What follows belongs to an exercise in optimizing a design on an open flow for small area and a short achievable clock period; a production flow would make more cautious choices.
In this exercise RTL edits were held to simulation tests only and were not proved equivalent to the original.
Power and IR drop assume default switching activity.

## float_ops
module float_ops(
	input         clk,
	input         rst_n,
	input  [31:0] add_a,
	input  [31:0] add_b,
	output [31:0] add_out,
	input  [31:0] mul_a,
	input  [31:0] mul_b,
	output [31:0] mul_out,
	input  [31:0] cmp_a,
	input  [31:0] cmp_b,
	output        cmp_gt,
	output        cmp_eq,
	output        cmp_lt,
	input  [31:0] f2i_in,
	output [31:0] f2i_out,
	input  [31:0] i2f_in,
	output [31:0] i2f_out
);
==> flow/config.mk <==
export PLATFORM = sky130hd
export DESIGN_NAME = float_ops
export DESIGN_NICKNAME = float_ops
export VERILOG_FILES = /design/flow/design.v
export SDC_FILE = /design/flow/constraint.sdc
export NUM_CORES = 4
export LEC_CHECK = 0
export CAP_MARGIN = 20
export CORE_MARGIN = 2
export CORE_UTILIZATION = 40
export CTS_CLUSTER_DIAMETER = 150
export CTS_CLUSTER_SIZE = 24
export SLEW_MARGIN = 20
export SYNTH_HIERARCHICAL = 1
export SYNTH_MINIMUM_KEEP_SIZE = 0
==> flow/constraint.sdc <==
create_clock -name core_clock -period 10.0 [get_ports {clk}]
set_input_delay 2.0000 -clock core_clock [delete_from_list [all_inputs] [get_ports {clk}]]
set_output_delay 2.0000 -clock core_clock [all_outputs]
set_load 0.01 [all_outputs]
standard.sh (not shown) runs the stock make flow with config.mk's settings and CLKGATE_MAP_FILE= SYNTH_SCRIPT=/design/flow/synth_recipe.tcl, a recipe that flattens the netlist after the stock synthesis.
==> flow/flow/run.sh <==
#!/bin/bash
set -euo pipefail
export BUFFER_PORTS_ARGS="-buffer_cell sky130_fd_sc_hd__buf_1"
export SETUP_SLACK_MARGIN=5.75
bash standard.sh finish > standard_flow.log 2>&1
Next try:
==> flow/flow/run.sh (replaced) <==
#!/bin/bash
set -euo pipefail
export BUFFER_PORTS_ARGS="-buffer_cell sky130_fd_sc_hd__buf_1"
export SETUP_SLACK_MARGIN=5.5
bash standard.sh finish > standard_flow.log 2>&1
Settings changed: GPL_ROUTABILITY_DRIVEN set to 0.
After rerunning:
- The changed run completed without violations
- wire length came out lower by about 8%
- setup slack loses 0.21 ns
- register-to-register slack loses 0.20 ns
- global-route usage came out lower by 0.65 points
- non-clock buffer count came out lower by 80
- hold slack is about the same
- count of clock-buffer cells in the layout came out higher by 2
- utilization came out lower by 1.9 points
- sequential power hardly moves
- sequential cell count stays the same
- total power came out lower by about 4%
Next try:
Settings changed: GPL_ROUTABILITY_DRIVEN 0 to unset, PLACE_DENSITY set to 0.75.
The new run completed with no timing, DRC or antenna violations.
Worst hold slack got worse by 0.0083 ns.
Maximum frequency stays flat.
Die area stays the same.

========
the previous run:
float_ops again, from the RTL that the note above started with.
Settings: LEC_CHECK=0, CAP_MARGIN=20, CORE_MARGIN=2, CORE_UTILIZATION=40, CTS_CLUSTER_DIAMETER=150, CTS_CLUSTER_SIZE=24, SLEW_MARGIN=20, SYNTH_HIERARCHICAL=1, SYNTH_MINIMUM_KEEP_SIZE=0; clock period 10.0 ns.
==> flow/flow/run.sh <==
#!/bin/bash
set -euo pipefail
export BUFFER_PORTS_ARGS="-buffer_cell sky130_fd_sc_hd__buf_1"
export SETUP_SLACK_MARGIN=5.5
bash standard.sh finish > standard_flow.log 2>&1
The previous run closes out successfully: all stages finished, all timing, DRC and antenna checks passed.
Here is what was changed in the inputs of the current run compared with the previous run.
- ABC_AREA: unset -> 1
==> flow/flow/run.sh <==
#!/bin/bash
set -euo pipefail
export BUFFER_PORTS_ARGS="-buffer_cell sky130_fd_sc_hd__buf_1"
export SETUP_SLACK_MARGIN=5.75
bash standard.sh finish > standard_flow.log 2>&1
--- outcome ---
When the current run is measured against the previous run, its static leakage power turns out 0.0038 uW higher.
When the final numbers for the previous run and the current run were put side by side, the sum of buffers and inverters on the critical path turned out to be smaller in the previous run.
Fraction of the cycle the final worst path needs is higher on the previous run
Clock share of power for the current run: 0.5 points up relative to the previous run
Compared with the previous run, the current run shows a higher net switching power.
The previous run reports its cell with the largest stage delay on the worst path as sky130_fd_sc_hd__mux4_1 while the current run reports sky130_fd_sc_hd__fa_2.

==> what the ideal ports hide <==
Ports are ideal in the flow. The routed layouts listed here were re-timed in OpenROAD. Step 1, drivers: a clkbuf_16 drives clk and a buf_2 each remaining input, both assumed. Step 2 adds t to the input delays and takes it off the output delays; t is the mean of the earliest and latest rising clock arrival at the registers after step 1. Input paths then give back, and output paths get back, about the clock's delay inside the block. a / b / c = ideal ports / drivers / drivers and shift; a / b = the first two.
run | t, ns | setup WS [ns] | hold WS [ns] | pins driven straight from the clock port
the first run of note 1 | 0.613 | 5.797 / 5.751 / 5.137 | 0.333 / 0.333 / 0.333 | 1
the second run of note 1 | 0.643 | 5.585 / 5.576 / 4.992 | 0.332 / 0.332 / 0.332 | 1
the third run of note 1 | 0.633 | 5.572 / 5.601 / 4.982 | 0.324 / 0.324 / 0.324 | 1
the previous run | 0.638 | 5.632 / 5.565 / 5.040 | 0.325 / 0.325 / 0.325 | 1
the current run | 0.651 | 5.729 / 5.729 / 5.389 | 0.333 / 0.333 / 0.333 | 1
After both steps every run listed still meets setup and hold. The setup slack of the first run of note 1, which loses most, moves by -0.046 ns with the drivers and by -0.660 ns with both steps.
